Background: an optimization exercise with open tools, aiming at small area. Do not read the settings as production practice. Where RTL was checked, it was by simulation tests only, not by an equivalence proof against the original. Power figures rest on the tool's default switching activity, not on a simulated workload.

==> build 3 <==
Design final_top, start of the top module:
module final_top #(
    parameter NW = 22, KW = 20, parameter [NW-1:0] TW = 22'h25B6B0,
    parameter NP = 20, KP = 16, parameter [NP-1:0] TP = 20'h8D9B5,
    parameter DW = 20, THB = 32, THR = 22, THG = 54
    ) (
    input freqIn,
    input clk,
    input rst,
    input ips_r, ips_L, ips_a,
    input obs_det,
    output RMF,RMB,LMF,LMB, LM_pwm,RM_pwm,
    output select0,
    output select1,
    output select2,
    output select3,
    output EO,
    output [3:0]an,
    output a, b, c, d, e, f, g
    );
    localparam [NW-1:0] S22 = {NW{1'b1}};
    localparam [NW-1:0] T22 = TW;
    localparam [NW-1:0] P22 = {1'b0, {(NW-1){1'b1}}};
    localparam [NP-1:0] S20 = {NP{1'b1}};
    localparam [NP-1:0] T20 = TP;
    localparam [NW-1:0] POLW = {(NW+1)/2{2'b10}};
    localparam [NP-1:0] POLP = {(NP+1)/2{2'b10}};
    localparam [1:0] PH0 = 2'b00, PH1 = 2'b01, PH2 = 2'b11, PH3 = 2'b10;
    localparam [1:0] CG = 2'b00, CB = 2'b01, CR = 2'b10, CN = 2'b11;
    localparam [1:0] RR = 2'b00, RB = 2'b01, RG = 2'b10, RF = 2'b11;
    assign EO = 0;
    assign select0 = 1;
    assign select1 = 0;
    assign an = 4'b0111;
    reg [NW-1:0] wq;
  ...
==> module final_top, before the edit <==
module final_top #(
    parameter NW = 22, KW = 20, parameter [NW-1:0] TW = 22'h25B6B0,
    parameter NP = 20, KP = 16, parameter [NP-1:0] TP = 20'h8D9B5,
    parameter DW = 20, THB = 32, THR = 22, THG = 54
    ) (
    input freqIn,
    input clk,
    input rst,
    input ips_r, ips_L, ips_a,
    input obs_det,
    output RMF,RMB,LMF,LMB, LM_pwm,RM_pwm,
    output select0,
    output select1,
    output select2,
    output select3,
    output EO,
    output [3:0]an,
    output a, b, c, d, e, f, g
    );
    localparam [NW-1:0] S22 = {NW{1'b1}};
    localparam [NW-1:0] T22 = TW;
    localparam [NW-1:0] P22 = {1'b0, {(NW-1){1'b1}}};
    localparam [NP-1:0] S20 = {NP{1'b1}};
    localparam [NP-1:0] T20 = TP;
    localparam [NW-1:0] POLW = {(NW+1)/2{2'b10}};
    localparam [NP-1:0] POLP = {(NP+1)/2{2'b10}};
    localparam [1:0] PH0 = 2'b00, PH1 = 2'b01, PH2 = 2'b11, PH3 = 2'b10;
    localparam [1:0] CG = 2'b00, CB = 2'b01, CR = 2'b10, CN = 2'b11;
    localparam [1:0] RR = 2'b00, RB = 2'b01, RG = 2'b10, RF = 2'b11;
    assign EO = 0;
    assign select0 = 1;
    assign select1 = 0;
    assign an = 4'b0111;
    reg [NW-1:0] wq;
    wire [NW-1:0] wl = wq ^ POLW;
    wire we = (wl == T22);
    always @(posedge clk)
        wq <= ((rst | we) ? S22 : {wl[NW-2:0], wl[NW-1] ^ wl[KW]}) ^ POLW;
    reg [NW-1:0] cq;
    wire [NW-1:0] cl = cq ^ POLW;
    reg [1:0] ph;
    wire ct = (cl == T22);
    always @(posedge clk)
    begin
        if (rst)
        begin
            cq <= S22 ^ POLW;
            ph <= PH0;
        end
        else
        begin
            if (ct)
                cq <= ((ph == PH2) ? P22 : S22) ^ POLW;
            else
                cq <= {cl[NW-2:0], cl[NW-1] ^ cl[KW]} ^ POLW;
            case (ph)
                PH0: if (ct) ph <= PH1;
                PH1: if (ct) ph <= PH2;
                PH2: if (ct) ph <= PH3;
                default: ph <= PH0;
            endcase
        end
    end
    assign select3 = ph[0];
    assign select2 = ph[1] & ph[0];
    reg prevFreq;
    wire rise = freqIn & ~prevFreq;
    reg pend;
    wire inc = rise | pend;
    reg [DW-1:0] A;
    reg [DW-1:0] C;
    reg gtf;
    reg [1:0] role;
    reg [1:0] plan;
    wire eq = (C == A);
    wire gt = gtf;
    wire lt = ~gtf & ~eq;
    wire [DW:0] Cn = {1'b0, C} + inc;
    reg [1:0] nrole;
    always @(*)
        case (ph)
            PH0: nrole = ct ? RG : RB;
            PH1: nrole = ct ? RR : RG;
            PH2: nrole = RR;
            default: nrole = RB;
        endcase
    always @(posedge clk)
        if (we && (role == RR || (role == RB && lt)))
            A <= C;
    always @(posedge clk)
    begin
        if (rst)
        begin
            prevFreq <= 0;
            pend <= 0;
            C <= 0;
            gtf <= 0;
            role <= RF;
        end
        else
        begin
            prevFreq <= freqIn;
            pend <= we & rise;
            if (we)
            begin
                C <= 0;
                gtf <= 0;
                role <= nrole;
            end
            else
            begin
                C <= Cn[DW-1:0];
                if (inc)
                    gtf <= ~Cn[DW] & (gtf | eq);
            end
        end
    end
    always @(posedge clk)
        if (we)
        begin
            if (role == RF)
                plan <= CN;
            else if (role == RB)
                plan <= lt ? ((C >= THB) ? CG : CB) : (gt && A >= THR) ? CR : CN;
            else if (role == RG && !(gt && (plan != CB || C >= THG)))
                plan <= CN;
        end
    reg n;
    reg [1:0] col;
    reg [1:0] sp;
    always @(posedge clk)
    begin
        if (rst)
        begin
            n <= 1;
            col <= CN;
            sp <= CG;
        end
        else
        begin
            if (ph == PH3)
            begin
                n <= (plan == CN);
                if (plan != CN)
                    col <= plan;
            end
            if (obs_det && col != CN)
                sp <= col;
        end
    end
    assign g = 1'b0;
    assign b = 1'b1;
    assign e = n;
    assign {f, d, c} = {3{n | col[1]}};
    assign a = n | col[1] | col[0];
    reg [NP-1:0] pq;
    wire [NP-1:0] pl = pq ^ POLP;
    reg h;
    reg pwm;
    wire pt = (pl == T20);
    always @(posedge clk)
    begin
        if (rst)
        begin
            pq <= S20 ^ POLP;
            h <= 1;
            pwm <= 0;
        end
        else
        begin
            pq <= (pt ? S20 : {pl[NP-2:0], pl[NP-1] ^ pl[KP]}) ^ POLP;
            if (pt)
                h <= ~h;
            pwm <= sp[1] ? 1'b0 : sp[0] ? h : (h | ~pt);
        end
    end
    assign RM_pwm = pwm;
    assign LM_pwm = pwm;
    localparam [1:0] ST0 = 2'b00, ST1 = 2'b01, ST2 = 2'b10, ST6 = 2'b11;
    reg [1:0] st;
    reg mR, mL;
    wire [1:0] sc = obs_det ? st : ST1;
    always @(posedge clk)
    begin
        if (rst)
        begin
            st <= ST0;
            mR <= 1;
            mL <= 1;
        end
        else
            case (sc)
                ST0:
                begin
                    mR <= ips_r | ~ips_L;
                    mL <= ips_L | ~ips_r;
                end
                ST1:
                    if (ips_a == 0)
                        st <= ST2;
                    else
                    begin
                        mR <= 0;
                        mL <= 0;
                        st <= ST1;
                    end
                ST2:
                    if (ips_r)
                    begin
                        mR <= 0;
                        mL <= 1;
                        st <= ST2;
                    end
                    else
                        st <= ST6;
                default:
                    if (ips_L && ips_r && ips_a == 0)
                        st <= ST2;
                    else
                    begin
                        mR <= ips_r | ~ips_L;
                        mL <= ips_L | ~ips_r;
                        st <= ST6;
                    end
            endcase
    end
    assign RMF = mR;
    assign RMB = ~mR;
    assign LMF = mL;
    assign LMB = ~mL;
endmodule
==> flow/config.mk <==
export PLATFORM = sky130hd
export DESIGN_NAME = final_top
export DESIGN_NICKNAME = final_top
export VERILOG_FILES = /design/flow/design.v
export SDC_FILE = /design/flow/constraint.sdc
export NUM_CORES = 4
export LEC_CHECK = 0
export CAP_MARGIN = 20
export CORE_MARGIN = 2
export CORE_UTILIZATION = 40
export PLACE_DENSITY = 0.6
export SLEW_MARGIN = 20
==> flow/constraint.sdc <==
create_clock -name core_clock -period 10.0 [get_ports {clk}]
set_input_delay 2.0000 -clock core_clock [delete_from_list [all_inputs] [get_ports {clk}]]
set_output_delay 2.0000 -clock core_clock [all_outputs]
set_load 0.01 [all_outputs]
standard.sh (not shown) runs the stock make flow with config.mk's settings and CLKGATE_MAP_FILE= SYNTH_SCRIPT=/design/flow/synth_recipe.tcl, a recipe that flattens the netlist after the stock synthesis.
==> flow/flow/run.sh <==
#!/bin/bash
# The standard layout (the standard.sh, standard synthesis unchanged) with three
# changes to how the layout is made:
#  - clock tree from clkbuf_4 cells only, without dummy loads;
#  - port buffers are buf_1 cells (every input and output still gets its buffer);
#  - constant outputs share the synthesis's tie cells instead of one tie cell each.
# make's full output goes to flow_make.log in this folder; ORFS keeps each step's
# log under orfs/logs/.
set -euo pipefail
bash standard.sh \
  "CTS_ARGS=-sink_clustering_enable -repair_clock_nets -dont_use_dummy_load -buf_list sky130_fd_sc_hd__clkbuf_4" \
  "BUFFER_PORTS_ARGS=-buffer_cell sky130_fd_sc_hd__buf_1" \
  SKIP_REPAIR_TIE_FANOUT=1 \
  finish > flow_make.log 2>&1
==> inputs of trial 32, as changes to build 3 <==
--- a/flow/design.v
+++ b/flow/design.v
@@ -22,37 +22,33 @@
     localparam [NW-1:0] P22 = {1'b0, {(NW-1){1'b1}}};
     localparam [NP-1:0] S20 = {NP{1'b1}};
     localparam [NP-1:0] T20 = TP;
-    localparam [NW-1:0] POLW = {(NW+1)/2{2'b10}};
-    localparam [NP-1:0] POLP = {(NP+1)/2{2'b10}};
     localparam [1:0] PH0 = 2'b00, PH1 = 2'b01, PH2 = 2'b11, PH3 = 2'b10;
     localparam [1:0] CG = 2'b00, CB = 2'b01, CR = 2'b10, CN = 2'b11;
-    localparam [1:0] RR = 2'b00, RB = 2'b01, RG = 2'b10, RF = 2'b11;
+    localparam [1:0] RR = 2'b00, RB = 2'b01, RG = 2'b10;
     assign EO = 0;
     assign select0 = 1;
     assign select1 = 0;
     assign an = 4'b0111;
-    reg [NW-1:0] wq;
-    wire [NW-1:0] wl = wq ^ POLW;
+    reg [NW-1:0] wl;
     wire we = (wl == T22);
     always @(posedge clk)
-        wq <= ((rst | we) ? S22 : {wl[NW-2:0], wl[NW-1] ^ wl[KW]}) ^ POLW;
-    reg [NW-1:0] cq;
-    wire [NW-1:0] cl = cq ^ POLW;
+        wl <= (rst | we) ? S22 : {wl[NW-2:0], wl[NW-1] ^ wl[KW]};
+    reg [NW-1:0] cl;
     reg [1:0] ph;
     wire ct = (cl == T22);
     always @(posedge clk)
     begin
         if (rst)
         begin
-            cq <= S22 ^ POLW;
+            cl <= S22;
             ph <= PH0;
         end
         else
         begin
             if (ct)
-                cq <= ((ph == PH2) ? P22 : S22) ^ POLW;
+                cl <= (ph == PH2) ? P22 : S22;
             else
-                cq <= {cl[NW-2:0], cl[NW-1] ^ cl[KW]} ^ POLW;
+                cl <= {cl[NW-2:0], cl[NW-1] ^ cl[KW]};
             case (ph)
                 PH0: if (ct) ph <= PH1;
                 PH1: if (ct) ph <= PH2;
@@ -65,17 +61,12 @@
     assign select2 = ph[1] & ph[0];
     reg prevFreq;
     wire rise = freqIn & ~prevFreq;
-    reg pend;
-    wire inc = rise | pend;
     reg [DW-1:0] A;
     reg [DW-1:0] C;
-    reg gtf;
     reg [1:0] role;
     reg [1:0] plan;
-    wire eq = (C == A);
-    wire gt = gtf;
-    wire lt = ~gtf & ~eq;
-    wire [DW:0] Cn = {1'b0, C} + inc;
+    wire lt = C < A;
+    wire gt = C > A;
     reg [1:0] nrole;
     always @(*)
         case (ph)
@@ -85,42 +76,32 @@
             default: nrole = RB;
         endcase
     always @(posedge clk)
-        if (we && (role == RR || (role == RB && lt)))
-            A <= C;
-    always @(posedge clk)
     begin
         if (rst)
         begin
             prevFreq <= 0;
-            pend <= 0;
+            A <= 0;
             C <= 0;
-            gtf <= 0;
-            role <= RF;
+            role <= RB;
         end
         else
         begin
             prevFreq <= freqIn;
-            pend <= we & rise;
             if (we)
             begin
-                C <= 0;
-                gtf <= 0;
+                C <= {{(DW-1){1'b0}}, rise};
                 role <= nrole;
+                if (role == RR || (role == RB && lt))
+                    A <= C;
             end
             else
-            begin
-                C <= Cn[DW-1:0];
-                if (inc)
-                    gtf <= ~Cn[DW] & (gtf | eq);
-            end
+                C <= C + rise;
         end
     end
     always @(posedge clk)
         if (we)
         begin
-            if (role == RF)
-                plan <= CN;
-            else if (role == RB)
+            if (role == RB)
                 plan <= lt ? ((C >= THB) ? CG : CB) : (gt && A >= THR) ? CR : CN;
             else if (role == RG && !(gt && (plan != CB || C >= THG)))
                 plan <= CN;
@@ -153,8 +134,7 @@
     assign e = n;
     assign {f, d, c} = {3{n | col[1]}};
     assign a = n | col[1] | col[0];
-    reg [NP-1:0] pq;
-    wire [NP-1:0] pl = pq ^ POLP;
+    reg [NP-1:0] pl;
     reg h;
     reg pwm;
     wire pt = (pl == T20);
@@ -162,13 +142,13 @@
     begin
         if (rst)
         begin
-            pq <= S20 ^ POLP;
+            pl <= S20;
             h <= 1;
             pwm <= 0;
         end
         else
         begin
-            pq <= (pt ? S20 : {pl[NP-2:0], pl[NP-1] ^ pl[KP]}) ^ POLP;
+            pl <= pt ? S20 : {pl[NP-2:0], pl[NP-1] ^ pl[KP]};
             if (pt)
                 h <= ~h;
             pwm <= sp[1] ? 1'b0 : sp[0] ? h : (h | ~pt);
==> flow/run.sh (new file) <==
#!/bin/bash
# synth_recipe.tcl (not shown) runs the flow's synth.tcl, then flattens the netlist and writes it again
# the make line also repeats each setting of config.mk as NAME=value (left out here)
make -C /OpenROAD-flow-scripts/flow DESIGN_CONFIG=/design/flow/config.mk WORK_HOME=/design/flow/orfs CLKGATE_MAP_FILE= SYNTH_SCRIPT=/design/flow/synth_recipe.tcl finish
removed: flow/flow/run.sh
removed: flow/standard.sh
==> summary of the runs <==
Build 3 finished with timing, DRC and antenna clean. Trial 32 finished clean.
Of trial 32 and build 3, build 3 has the higher sequential share of layout area (gap 15 points).
Against trial 32, the core utilization of build 3 is lower by 5.4 points.
Of build 3 and trial 32, trial 32 has the higher clock power (gap about 60%, measured against trial 32).
Of trial 32 and build 3, trial 32 has the higher combinational power (gap about 33%, measured against build 3).
Against build 3, the synthesized cell count of trial 32 is higher by 24%.
Of trial 32 and build 3, build 3 has the higher setup slack (gap 0.46 ns).
In trial 32 the die area is higher than in build 3, by about 14%.
In trial 32 the critical path depth is higher than in build 3, by 8.
Between trial 32 and build 3, the lower cell area is in build 3 (gap about 26%, measured against build 3).
==> figures <==
                                                                       trial 32      build 3
Run status                                             timing/DRC/antenna clean  timing/DRC/antenna clean
Count of state elements after synthesis                                     122          124
Detailed route wirelength on metal3                                      361 um       302 um
Final Power                                                             1.12 mW       766 uW
R2r setup slk                                                           7.17 ns      7.71 ns
Post-synth top area share                                                 45.6%        44.2%
Syn Inst Count                                                              551          446
Largest Pwr Group                                                         clock    registers
Die Ht                                                                   119 um       112 um
Clk_buf instances                                                            18           17
Pwr dens                                                            183 nW/um^2  157 nW/um^2
Startpoint of the worst-slack reg-to-reg timing path                      C[15]        wq[5]
Worst Hold Path Cells                                                         2            1
Fraction of area in multi-input gates                                     41.6%        35.3%
Portion of the post-synthesis area used by sequential elements            46.7%        58.4%
Source-to-sink clock delay at the later pin of the worst-skew pair      0.41 ns      0.49 ns
FFs & Latches                                                               122          124
Xor and xnor fraction of the mapped netlist area                          3.49%        7.77%
Area of combinational cells with multiple inputs                     2550 sq um   1720 sq um
Vias                                                                      3,679        2,989
The RTL of trial 32 was laid out without a check of its function.

-- separate check: timing with driven ports --
Ports are ideal in the flow. The routed layouts listed here were re-timed in OpenROAD.
Step 1: set_driving_cell puts a clkbuf_16 on clk and a buf_2 on each other input, an assumption about the parent block.
Step 2, shift: input delay + t, output delay - t, t = (earliest + latest rising clock arrival at the registers) / 2. This alone moves slack from input paths to output paths.
Three values: no drivers, after step 1, after step 2; two values: the first two.
run	t, ns	setup slack, ns	hold slack, ns	worst setup path at the end	slew at the worst register clock pin (ns)
build 3	0.510	6.670 / 6.636 / 6.194	0.362 / 0.362 / 0.362	input to register	0.11 / 0.11
trial 32	0.449	6.215 / 6.231 / 5.782	0.421 / 0.421 / 0.421	input to register	0.06 / 0.06
After both steps setup and hold are still met in every run listed. The setup slack of build 3, which loses most, moves by -0.034 ns with the drivers and by -0.476 ns with both steps.
